From an optimization exercise on the open Yosys and OpenROAD flow, aimed at small area and a short achievable clock period; shortcuts taken in it are not production practice.
Power and IR drop assume default switching activity.

==> trial 49 <==
// top
module top(data_in,clk,interrupt,reset,data_out,
           pm_addr,pm_rdata,dm_en,dm_we,dm_addr,dm_wdata,dm_rdata);
input[15:0] data_in;
input clk,reset,interrupt;
output[15:0] data_out;
output [15:0] pm_addr;		 
input  [31:0] pm_rdata;		 
output dm_en,dm_we;		 
output [15:0] dm_addr,dm_wdata;	 
input  [15:0] dm_rdata;		 
reg         stall_pm;
reg  [31:0] ins_prv;
wire [31:0] ins = reset ? (stall_pm ? ins_prv : pm_rdata) : 32'd0;
wire [5:0]  op  = ins[31:26];
wire [4:0]  RA  = ins[20:16];
wire [4:0]  RB  = ins[15:11];
reg sq, sq1, sq2;
wire st_jump = ~op[5] & op[4] & op[3] & op[2] & ~sq1;
wire st_ld   = (op == 6'b010100) & ~sq2;
wire st_hlt  = (op == 6'b010001);
wire stall   = st_jump | st_ld | st_hlt;
always @(posedge clk) begin
  sq       <= st_jump;
  sq1      <= reset & sq;
  sq2      <= st_ld;
  stall_pm <= stall;
end
reg  [5:0]  op_dec;
reg  [15:0] imm;
reg         imm_sel;
reg         q1, q2, q3, q4, q5;
reg         mem_rw_ex, mem_en_ex, mem_mux_sel_dm;
reg  [4:0]  reg1, reg2, RW_dm;
reg  [4:0]  RA_q;
wire [4:0]  RB_q = imm[15:11];
wire d_jmp   = (op == 6'b011000);
wire d_condj = (op[5:2] == 4'b0111);
wire d_ld    = (op == 6'b010100);
wire d_st    = (op == 6'b010101);
wire d_imm   = (op[5:3] == 3'b001);
wire keep    = ~(d_jmp | d_condj | q1);
wire [4:0] RWm = ins[25:21] & {5{keep}};
wire [4:0] RAm = RA & {5{keep}};
wire [4:0] RBm = RB & {5{keep}};
wire [4:0] reg2_n = reset ? reg1 : 5'd0;
wire [4:0] RW_n   = reset ? reg2 : RW_dm;
wire [4:0] reg4_n = reset ? RW_dm : 5'd0;
wire a_ex = (reg2_n == RAm);
wire a_dm = ~a_ex & (RW_n == RAm);
wire a_wb = ~a_ex & ~a_dm & (reg4_n == RAm);
wire b_ex = (reg2_n == RBm);
wire b_dm = ~b_ex & (RW_n == RBm);
wire b_wb = ~b_ex & ~b_dm & (reg4_n == RBm);
wire q5_n = reset & q5;	 
reg sA_ex, sA_exo, sA_rd, sA_wb, sA_bk;
reg sB_ex, sB_exo, sB_rd, sB_wb, sB_bk;
reg byA, byB;		 
  ...
Settings: LEC_CHECK=0, ABC_CLOCK_PERIOD_IN_PS=10000, CAP_MARGIN=20, CORE_MARGIN=2, CORE_UTILIZATION=40, SLEW_MARGIN=20; clock period 25.0 ns.
run.sh (not shown) runs the stock make flow with config.mk's settings and CLKGATE_MAP_FILE= SYNTH_SCRIPT=/design/flow/synth_recipe.tcl, a recipe that flattens the netlist after the stock synthesis.
==> build 92 (differences from trial 49) <==
--- a/flow/design.v
+++ b/flow/design.v
@@ -1041,24 +1041,37 @@
   sB_bk  <= ~d_imm & ~b_ex & ~b_dm & ~b_wb;
   byA    <= ~reset | (RA == RW_dm);
   byB    <= ~reset | (RB == RW_dm);
 end
 reg  [15:0] ans_ex, Ex_out, ans_wb;
 wire [15:0] ans_dm = mem_mux_sel_dm ? dm_rdata : Ex_out;
 reg  [15:0] rf [1:31];
+wire [15:0] rf_wd = ans_dm & {16{reset}};
 integer k;
 always @(posedge clk) begin
-  if (!reset) begin
-    for (k = 1; k < 32; k = k + 1) rf[k] <= 16'd0;
-  end else if (RW_dm != 5'd0) begin
-    rf[RW_dm] <= ans_dm;
-  end
+  for (k = 1; k < 32; k = k + 1)
+    if (!reset || RW_dm == k) rf[k] <= rf_wd;
 end
-wire [15:0] AR = byA ? ans_wb : (RA_q == 5'd0) ? 16'd8 : rf[RA_q];
-wire [15:0] BR = byB ? ans_wb : (RB_q == 5'd0) ? 16'd8 : rf[RB_q];
+function [15:0] rf_rd(input [4:0] a);
+  reg [15:0] m [0:7];
+  integer i;
+  begin
+    for (i = 0; i < 8; i = i + 1) begin
+      case (a[1:0])
+        2'd0:    m[i] = (i == 0) ? 16'd8 : rf[4*i];
+        2'd1:    m[i] = rf[4*i+1];
+        2'd2:    m[i] = rf[4*i+2];
+        default: m[i] = rf[4*i+3];
+      endcase
+    end
+    rf_rd = m[a[4:2]];
+  end
+endfunction
+wire [15:0] AR = byA ? ans_wb : rf_rd(RA_q);
+wire [15:0] BR = byB ? ans_wb : rf_rd(RB_q);
 wire [15:0] A_e = ({16{sA_ex}} & ans_ex) | ({16{sA_exo}} & Ex_out) |
                   ({16{sA_wb}} & ans_wb) | ({16{sA_bk}} & AR);
 wire [15:0] B_e = ({16{sB_ex}} & ans_ex) | ({16{sB_exo}} & Ex_out) |
                   ({16{sB_wb}} & ans_wb) | ({16{sB_bk}} & BR) | ({16{imm_sel}} & imm);
 wire [15:0] A = sA_rd ? dm_rdata : A_e;
 wire [15:0] B = sB_rd ? dm_rdata : B_e;
 wire        sub = op_dec[0];
@@ -1094,58 +1107,17 @@
     6'b010100, 6'b010101: ans_tmp = A;
     6'b010110: ans_tmp = data_in;
     6'b011001, 6'b011010, 6'b011011: ans_tmp = sh_out;
     6'b111111: ans_tmp = mul_lo;
     default:   ans_tmp = ans_ex;
   endcase
 end
-wire [15:0] zx = A, zy = Bx;
-wire        z_add = (~((zx[0] ^ zy[0]) ^ sub)) &
-                    (&(~((zx[14:0] | zy[14:0]) ^ (zx[15:1] ^ zy[15:1]))));
-wire [16:0] za, zb;	 
-genvar gi;
-generate for (gi = 0; gi <= 16; gi = gi + 1) begin : g_tz
-  if (gi == 0) begin
-    assign za[gi] = 1'b1;
-    assign zb[gi] = 1'b1;
-  end else begin
-    assign za[gi] = (A[gi-1:0] == 0);
-    assign zb[gi] = (B[gi-1:0] == 0);
-  end
-end endgenerate
-wire [16:0] zab;
-generate for (gi = 0; gi <= 16; gi = gi + 1) begin : g_tzab
-  assign zab[gi] = za[gi] & zb[16-gi];
-end endgenerate
-wire        z_mul = |zab;
-wire [15:0] mask_r = 16'hffff << shn;	 
-wire [15:0] mask_l = 16'hffff >> shn;	 
-wire        z_shr = ((A & mask_r) == 16'd0);
-wire        z_shl = ((A & mask_l) == 16'd0);
-reg zero;
-always @(*) begin
-  case (op_dec)
-    6'b000000, 6'b000001, 6'b001000, 6'b001001: zero = z_add;
-    6'b000010, 6'b001010: zero = (B == 16'd0);
-    6'b000100, 6'b001100: zero = ((A & B) == 16'd0);
-    6'b000101, 6'b001101: zero = ((A | B) == 16'd0);
-    6'b000110, 6'b001110: zero = (A == B);
-    6'b000111, 6'b001111: zero = (B == 16'hffff);
-    6'b010100, 6'b010101: zero = (A == 16'd0);
-    6'b010110: zero = (data_in == 16'd0);
-    6'b011001: zero = sh_big | z_shl;
-    6'b011010: zero = sh_big | z_shr;
-    6'b011011: zero = z_shr;
-    6'b111111: zero = z_mul;
-    default:   zero = (ans_ex == 16'd0);
-  endcase
-end
 wire addsub = (op_dec[5:4] == 2'b00) & (op_dec[2:1] == 2'b00);
 wire ovf = addsub ? ovf_add : (op_dec == 6'b111111) ? mul_hnz : 1'b0;
-wire [1:0] flag_ex = {zero, ovf};
+wire [1:0] flag_ex = {ans_tmp == 16'd0, ovf};
 reg [15:0] DM_data, data_out;
 always @(posedge clk) begin
   ans_ex   <= reset ? ans_tmp : 16'd0;
   data_out <= reset ? ((op_dec == 6'b010111) ? A : data_out) : 16'd0;
   DM_data  <= B;	 
   Ex_out   <= reset ? ans_ex : 16'd0;
   ans_wb   <= reset ? ans_dm : 16'd0;
==> flow/flow/run.sh (new file) <==
#!/bin/bash
# Own layout flow: the standard ORFS flow (standard synthesis unchanged),
# with port buffers of a faster cell, smaller clock-tree buffers and a
# setup-repair margin, so that repair_timing works below the clock period.
set -euo pipefail
cd "$(dirname "$0")/.."
bash standard.sh \
  "BUFFER_PORTS_ARGS=-buffer_cell sky130_fd_sc_hd__buf_2" \
  "CTS_BUF_LIST=sky130_fd_sc_hd__clkbuf_8" \
  "SETUP_SLACK_MARGIN=9" \
  finish > make_standard.log 2>&1
==> flow/standard.sh (new file) <==
#!/bin/bash
# synth_recipe.tcl (not shown) runs the flow's synth.tcl, then flattens the netlist and writes it again
# the make line also repeats each setting of config.mk as NAME=value (left out here)
make -C /OpenROAD-flow-scripts/flow DESIGN_CONFIG=/design/flow/config.mk WORK_HOME=/design/flow/orfs CLKGATE_MAP_FILE= SYNTH_SCRIPT=/design/flow/synth_recipe.tcl "${@:-finish}"
==> flow/config.mk (replaced) <==
export PLATFORM = sky130hd
export DESIGN_NAME = top
export DESIGN_NICKNAME = top
export VERILOG_FILES = /design/flow/design.v
export SDC_FILE = /design/flow/constraint.sdc
export NUM_CORES = 4
export LEC_CHECK = 0
export CAP_MARGIN = 20
export CORE_MARGIN = 2
export CORE_UTILIZATION = 40
export SLEW_MARGIN = 20
removed: flow/run.sh
==> run summary <==
|  | build 92 | trial 49 |
|---|---|---|
| Outcome | timing/DRC/antenna clean | timing/DRC/antenna clean |
| Xor-xnor portion of the synthesized cell area | 1.87% | 2.18% |
| Total area of multi-input combinational cells | 0.0251 sq mm | 0.0263 sq mm |
| Reg2Reg Launch Point | RA_q[1] | RA_q[0] |
| Total Nets Final | 4728 | 5136 |
| Cts bufs inserted | 121 | 86 |
| Core Footprint | 0.112 sq mm | 0.120 sq mm |
| Total routed wire length on the met1 layer | 68400 microns | 72500 microns |
| Insertion delay to the later sink of the worst-skew pair | 0.83 ns | 0.69 ns |
| Gate power share | 31.9% | 30.0% |
| Power share of the clock group | 29.5% | 33.5% |
| Compound-cell area share of the yosys netlist | 14.3% | 11.2% |
| Average instance area after synthesis | 10.9 sq um | 10.2 sq um |
| Max IR drop VDD | 46.6 uV | 56.1 uV |
| Total power divided by cell area | 68.4 mW/mm^2 | 69.8 mW/mm^2 |
| Met1 routing resource usage after global routing | 39.1% | 39.6% |
| Internal power of the cells | 2.29 mW | 2.43 mW |
| Reported combinational group power | 1.15 mW | 1.14 mW |
No functional check of the RTL was part of any run of this note.

separate check: timing with driven ports:
In the flow no input, the clock included, has a driving cell. The finished layouts below were timed again as built, in two steps.
Step 1: set_driving_cell puts a clkbuf_16 on clk and a buf_2 on each other input, an assumption about the parent block.
Step 2 adds t to the input delays and takes it off the output delays; t is the mean of the earliest and latest rising clock arrival at the registers after step 1. Input paths then give back, and output paths get back, about the clock's delay inside the block.
a / b / c = ideal / step 1 / step 2; a / b = the first two.
run	shift t [ns]	setup slack, ns	worst setup path at the end	latest minus earliest clock arrival (ns)
trial 49	0.735	5.344 / 5.261 / 5.261	input to output	0.059 / 0.058
build 92	0.869	8.080 / 7.957 / 7.957	input to output	0.107 / 0.107
After both steps every run listed still meets setup and hold. For build 92, which loses most, drivers alone change the setup slack by -0.123 ns; drivers and shift together by -0.123 ns.
